Context: an optimization exercise on an open-source flow, tuned for small area and a short achievable clock period. The choices shown serve that exercise and are no tape-out recipe.
In this exercise RTL edits were held to simulation tests only and were not proved equivalent to the original.
No activity file was given, so power comes from the tool's default toggle rates.

==> flow/design.v (excerpt) <==
module multiplier (
    input clk,
    input rst,
    input start,
    input [31:0] A,
    input [31:0] B,
    input [7:0] Physical_address_in,
    input [31:0] PC_in,
    output [63:0] Product,
    output reg done,
    output reg [7:0] Physical_address_out,
    output reg [31:0] PC_out
);
export LEC_CHECK = 0
export CAP_MARGIN = 20
export CORE_MARGIN = 2
export CORE_UTILIZATION = 40
export PLACE_DENSITY = 0.5
export SETUP_SLACK_MARGIN = 1.0
export SLEW_MARGIN = 20
export SYNTH_HIERARCHICAL = 1
export SYNTH_MINIMUM_KEEP_SIZE = 0
create_clock -name core_clock -period 5.0 [get_ports {clk}]
standard.sh (not shown) runs the stock make flow with config.mk's settings and CLKGATE_MAP_FILE= SYNTH_SCRIPT=/design/flow/synth_recipe.tcl, a recipe that flattens the netlist after the stock synthesis.
==> flow/flow/run.sh <==
#!/bin/bash
# Layout flow: the standard ORFS flow (standard.sh) with extra ORFS
# settings read from flow/knobs.txt (one VAR=value per line; @FLOW@ stands
# for this flow folder). Its output goes to standard.log.
set -euo pipefail
flowdir="$(pwd)/flow"
knobs=()
while IFS= read -r line; do
  [[ -z "$line" || "$line" == \#* ]] && continue
  knobs+=("${line//@FLOW@/$flowdir}")
done < flow/knobs.txt
bash standard.sh "${knobs[@]}" finish > standard.log 2>&1
==> flow/flow/downsize.tcl <==
# Start the layout from the smallest drive strength of every logic cell that
# synthesis sized up; the flow's timing repair then sizes up what needs it.
set n 0
foreach inst [[ord::get_db_block] getInsts] {
  set m [[$inst getMaster] getName]
  if {![regexp {^(sky130_fd_sc_hd__[a-z0-9]+)_([0-9]+)$} $m -> base size]} { continue }
  if {$size <= 1} { continue }
  if {[string match "*df*" $base] || [string match "*conb*" $base] || [string match "*clk*" $base]} { continue }
  set small [get_lib_cells -quiet ${base}_1]
  if {$small == ""} { continue }
  replace_cell [$inst getName] $small
  incr n
}
puts "downsize: $n cells set to drive strength 1"
==> flow/flow/knobs.txt <==
BUFFER_PORTS_ARGS=-buffer_cell sky130_fd_sc_hd__buf_1
PRE_FLOORPLAN_TCL=@FLOW@/downsize.tcl
The first run finished clean.
Testbench counts at the start, summed over its fixed seeds: latency 24,000, ops 24,000.
Change:
- PLACE_DENSITY: 0.5 -> unset
- SETUP_SLACK_MARGIN: 1.0 -> 0.9
The new run completed with no timing, DRC or antenna violations.
Worst setup slack gets worse by 93 ps.
Count of clock-buffer cells in the layout is unchanged.
Wire length decreases by roughly a tenth.
Sequential cell count is unchanged.
Combinational power went down by a few percent.
Global-route usage fell by 3.8 points.
Change:
- SETUP_SLACK_MARGIN: 0.9 -> 1.1
Routed wire length is higher by a few percent.
Design area rose by a little under a tenth.
Non-clock buffer count increases by 112.
Via count climbs by a few percent.
Sequential cell count stays the same.
Core utilization goes up by 4.2 points.
Worst hold slack hardly moves.
Global-route usage rose by 0.50 points.
Setup slack gets better by 86 ps.
Maximum frequency came out higher by a few percent.
Final cell count climbs by a few percent.

## run A
Another version of the RTL of multiplier (not shown whole).
Size: about 2600 cells after synthesis, roughly 210 I/O pins.
Design multiplier, start of the top module:
module multiplier (
    input clk,
    input rst,
    input start,
    input [31:0] A,
    input [31:0] B,
    input [7:0] Physical_address_in,
    input [31:0] PC_in,
    output [63:0] Product,
    output reg done,
    output reg [7:0] Physical_address_out,
    output reg [31:0] PC_out
);
  reg r0_0;
  reg r0_1;
  reg r1_0;
  reg r2_0;
  reg r2_1;
  reg r3_0;
  reg r3_1;
  reg r4_0;
  reg r4_1;
  reg r5_0;
  reg r5_1;
  reg r6_0;
  reg r6_1;
  reg r7_0;
  reg r7_1;
  reg r8_0;
  reg r8_1;
  reg r9_0;
  reg r9_1;
  reg r10_0;
  reg r10_1;
  reg r11_0;
  reg r11_1;
  reg r12_0;
  reg r12_1;
  reg r13_0;
  reg r13_1;
  reg r14_0;
  reg r14_1;
  reg r15_0;
  reg r15_1;
  reg r16_0;
  reg r16_1;
  reg r17_0;
  reg r17_1;
  reg r18_0;
  reg r18_1;
  reg r19_0;
  reg r19_1;
  reg r20_0;
  reg r20_1;
  reg r21_0;
  reg r21_1;
  reg r22_0;
  reg r22_1;
  reg r23_0;
  reg r23_1;
  reg r24_0;
  reg r24_1;
  reg r25_0;
  reg r25_1;
  reg r26_0;
  reg r26_1;
  reg r27_0;
  reg r27_1;
  reg r28_0;
  reg r28_1;
  reg r29_0;
  reg r29_1;
  reg r30_0;
  reg r30_1;
  reg r31_0;
  reg r31_1;
  reg r32_0;
  reg r32_1;
  reg r33_0;
  reg r33_1;
  reg r34_0;
  reg r34_1;
  reg r35_0;
  reg r35_1;
  reg r36_0;
  reg r36_1;
  reg r37_0;
  reg r37_1;
  reg r38_0;
  reg r38_1;
  reg r39_0;
  reg r39_1;
  reg r40_0;
  reg r40_1;
  reg r41_0;
  ...
export LEC_CHECK = 0
export CAP_MARGIN = 20
export CORE_MARGIN = 2
export CORE_UTILIZATION = 40
export PLACE_DENSITY = 0.7
export SETUP_SLACK_MARGIN = 0.6
export SLEW_MARGIN = 20
export SYNTH_HIERARCHICAL = 1
export SYNTH_MINIMUM_KEEP_SIZE = 0
create_clock -name core_clock -period 5.0 [get_ports {clk}]
==> flow/flow/downsize.tcl <==
# Start the layout from the smallest drive strength of every logic cell that
# synthesis sized up; the flow's timing repair then sizes up what needs it.
set n 0
foreach inst [[ord::get_db_block] getInsts] {
  set m [[$inst getMaster] getName]
  if {![regexp {^(sky130_fd_sc_hd__[a-z0-9]+)_([0-9]+)$} $m -> base size]} { continue }
  if {$size <= 1} { continue }
  if {[string match "*df*" $base] || [string match "*conb*" $base] || [string match "*clk*" $base] || [string match "*maj3*" $base]} { continue }
  set small [get_lib_cells -quiet ${base}_1]
  if {$small == ""} { continue }
  replace_cell [$inst getName] $small
  incr n
}
puts "downsize: $n cells set to drive strength 1"
Scripts as last shown in full above: flow/flow/run.sh, flow/flow/knobs.txt
Run A closes out successfully: all stages finished, all timing, DRC and antenna checks passed.
Testbench counts of run A, summed over its fixed seeds: latency 24,000, ops 24,000.
> inputs changed (run A -> run B)
Settings: PLACE_DENSITY: 0.7 -> unset.
--- a/flow/flow/downsize.tcl
+++ b/flow/flow/downsize.tcl
@@ -7,3 +7,3 @@
   if {$size <= 1} { continue }
-  if {[string match "*df*" $base] || [string match "*conb*" $base] || [string match "*clk*" $base] || [string match "*maj3*" $base]} { continue }
+  if {[string match "*df*" $base] || [string match "*conb*" $base] || [string match "*clk*" $base]} { continue }
   set small [get_lib_cells -quiet ${base}_1]
==> comparison <==
- Run B completed every stage of the flow, and the final layout passed the timing, DRC and antenna checks.
- Between run B and run A, it is run B whose wire length of the first global-routing pass is higher, by 4.7%.
- Compared with run A, in run B sequential share of cell area fell by 0.16 points, via count rose by about 1.1%, count of buffers not belonging to the clock network in the layout rose by 17, wire length rose by 5.6 mm, clock buffer count in the final layout fell by 2.
For run C, these inputs were changed with respect to run B:
Settings: an added PLACE_DENSITY of 0.8.
--- a/flow/flow/downsize.tcl
+++ b/flow/flow/downsize.tcl
@@ -7,3 +7,3 @@
   if {$size <= 1} { continue }
-  if {[string match "*df*" $base] || [string match "*conb*" $base] || [string match "*clk*" $base]} { continue }
+  if {[string match "*df*" $base] || [string match "*conb*" $base] || [string match "*clk*" $base] || [string match "*maj3*" $base]} { continue }
   set small [get_lib_cells -quiet ${base}_1]
Findings:
Run B: all stages complete, timing, DRC and antenna checks passed
Run C ended with every stage complete and zero timing, DRC or antenna violations.
Quantity of gates resized following cts was lower in the run labelled run C.
Going from run B to run C, per-cell via count in the routed design rose by 0.099, final total power now larger, wire length of the first global-routing pass lower, worst hold slack after final layout increased 11 ps.
Compared with run B, in run C final period utilization climbed 0.25 points; final estimated routing congestion in global placement has increased; die height closely matched the old numbers.
Setup changes, run C to run D
Settings: clearing PLACE_DENSITY, which used to be 0.8.
Notes after the runs:
Compared with run C, run D has less setup slack.
Sort run D and run C by length of routed met3 wiring, ascending, and run D comes first.
Run D vs. run C: actual transition at the worst max-transition pin went up by 150 ps.
Fmax delta (run D − run C): unfavourable
Between run D and run C, initial antenna violation count is lower for run C, run D comes in above that.
Diff run D..run C | power in combinational cells | negligible
The total power number comes out higher for run D vs run C.
Time the final worst path needs with I/O delays and setup (run D over run C): increase, 42 ps
On sum of net half-perimeters after detailed placement: run D sits above run C.
Compared with run C, the router placed fewer vias in run D.
Route | run D vs run C | wire longer in run D
## Diff of input files: run E against run D
Settings: swapping 0.6 for 0.7 in SETUP_SLACK_MARGIN.
--- a/flow/flow/downsize.tcl
+++ b/flow/flow/downsize.tcl
@@ -7,3 +7,3 @@
   if {$size <= 1} { continue }
-  if {[string match "*df*" $base] || [string match "*conb*" $base] || [string match "*clk*" $base] || [string match "*maj3*" $base]} { continue }
+  if {[string match "*df*" $base] || [string match "*conb*" $base] || [string match "*clk*" $base]} { continue }
   set small [get_lib_cells -quiet ${base}_1]
Compared with run D, run E degrades wire length of the first global-routing pass.
Of the two candidates, run D has the better via count and run E the worse one.
Run E: power in combinational cells is about 3% higher than what run D reported.

the reference run:
multiplier, a different RTL version from the one above (not shown whole).
Size in the first run: roughly 3600 cells after synthesis, ~210 I/O pins, ~31000 sq um of cells after synthesis.
clock: 5.0 ns
lec_check: 0
cap_margin: 20
core_margin: 2
core_utilization: 40
setup_slack_margin: 1.0
slew_margin: 20
synth_hierarchical: 1
synth_minimum_keep_size: 0
==> flow/flow/downsize.tcl <==
# Start the layout from the smallest drive strength of every logic cell that
# synthesis sized up; the flow's timing repair then sizes up what needs it.
set n 0
foreach inst [[ord::get_db_block] getInsts] {
  set m [[$inst getMaster] getName]
  if {![regexp {^(sky130_fd_sc_hd__[a-z0-9]+)_([0-9]+)$} $m -> base size]} { continue }
  if {$size <= 1} { continue }
  if {[string match "*df*" $base] || [string match "*conb*" $base] || [string match "*clk*" $base]} { continue }
  set small [get_lib_cells -quiet ${base}_1]
  if {$small == ""} { continue }
  replace_cell [$inst getName] $small
  incr n
}
puts "downsize: $n cells set to drive strength 1"
==> flow/flow/knobs.txt <==
BUFFER_PORTS_ARGS=-buffer_cell sky130_fd_sc_hd__buf_4
PRE_FLOORPLAN_TCL=@FLOW@/downsize.tcl
Scripts as last shown in full above: flow/flow/run.sh
Testbench counts of the reference run, summed over its fixed seeds: latency 24,000, ops 24,000.
[inputs] the trial run vs the reference run
- SETUP_SLACK_MARGIN: 1.0 -> 1.2
==> results.txt <==
- On count of multi-input combinational gates, the reference run tracks the trial run almost exactly.
- In the flow results for the trial run and the reference run, the design area is larger on the trial run.
- Taking the reference run as the reference, in the trial run cell count increased by 94 relative to the old numbers; stage delay of the slowest cell on the critical path lower.
- Reported for the trial run and the reference run, count of final setup violators turned out identical to the last digit.
- Compared with the reference run, in the trial run proportion of cell area occupied by multi-input gates -1.8 points, count of pins on the block boundary ~0 delta, area of combinational cells with multiple inputs +about 5.4%, share of power burned in registers -0.3 points, non-clock buffer total of the final layout +about 26%.

## separate check: timing with driven ports
No port has a modelled driver above. Below, the same layouts with a new extraction and two added sets of constraints.
Step 1 sets driving cells, clkbuf_16 on the clock port and buf_2 on the other inputs (assumed; they add their load-dependent delay and slew).
Step 2, shift: input delay + t, output delay - t, t = (earliest + latest rising clock arrival at the registers) / 2. This alone moves slack from input paths to output paths.
a / b / c = ideal ports / drivers / drivers and shift; a / b = the first two.
| run | shift t [ns] | setup slack, ns | worst hold slack (ns) | slew at the worst register clock pin (ns) | cell pins on the clock port's net |
|---|---|---|---|---|---|
| the first run of note 1 | 0.559 | 1.005 / 0.979 / 0.460 | 0.581 / 0.543 / 1.102 | 0.10 / 0.10 | 1 |
| the second run of note 1 | 0.562 | 0.911 / 0.915 / 0.374 | 0.568 / 0.535 / 1.098 | 0.09 / 0.09 | 1 |
| the third run of note 1 | 0.578 | 0.998 / 0.931 / 0.403 | 0.567 / 0.524 / 1.102 | 0.10 / 0.10 | 1 |
| run A | 0.509 | 0.665 / 0.685 / 0.176 | 0.622 / 0.601 / 1.110 | 0.08 / 0.08 | 1 |
| run B | 0.509 | 0.662 / 0.660 / 0.174 | 0.621 / 0.599 / 1.108 | 0.09 / 0.09 | 1 |
| run C | 0.500 | 0.650 / 0.639 / 0.139 | 0.632 / 0.607 / 1.107 | 0.09 / 0.09 | 1 |
| run D | 0.504 | 0.608 / 0.631 / 0.127 | 0.624 / 0.601 / 1.105 | 0.08 / 0.08 | 1 |
| run E | 0.512 | 0.688 / 0.713 / 0.200 | 0.618 / 0.595 / 1.107 | 0.08 / 0.08 | 1 |
| the reference run | 0.506 | 1.022 / 1.038 / 0.532 | 0.634 / 0.610 / 1.117 | 0.08 / 0.08 | 1 |
| the trial run | 0.508 | 1.066 / 0.974 / 0.466 | 0.624 / 0.606 / 1.114 | 0.08 / 0.08 | 1 |
After both steps setup and hold are still met in every run listed. The setup slack of the trial run, which loses most, moves by -0.092 ns with the drivers and by -0.600 ns with both steps.
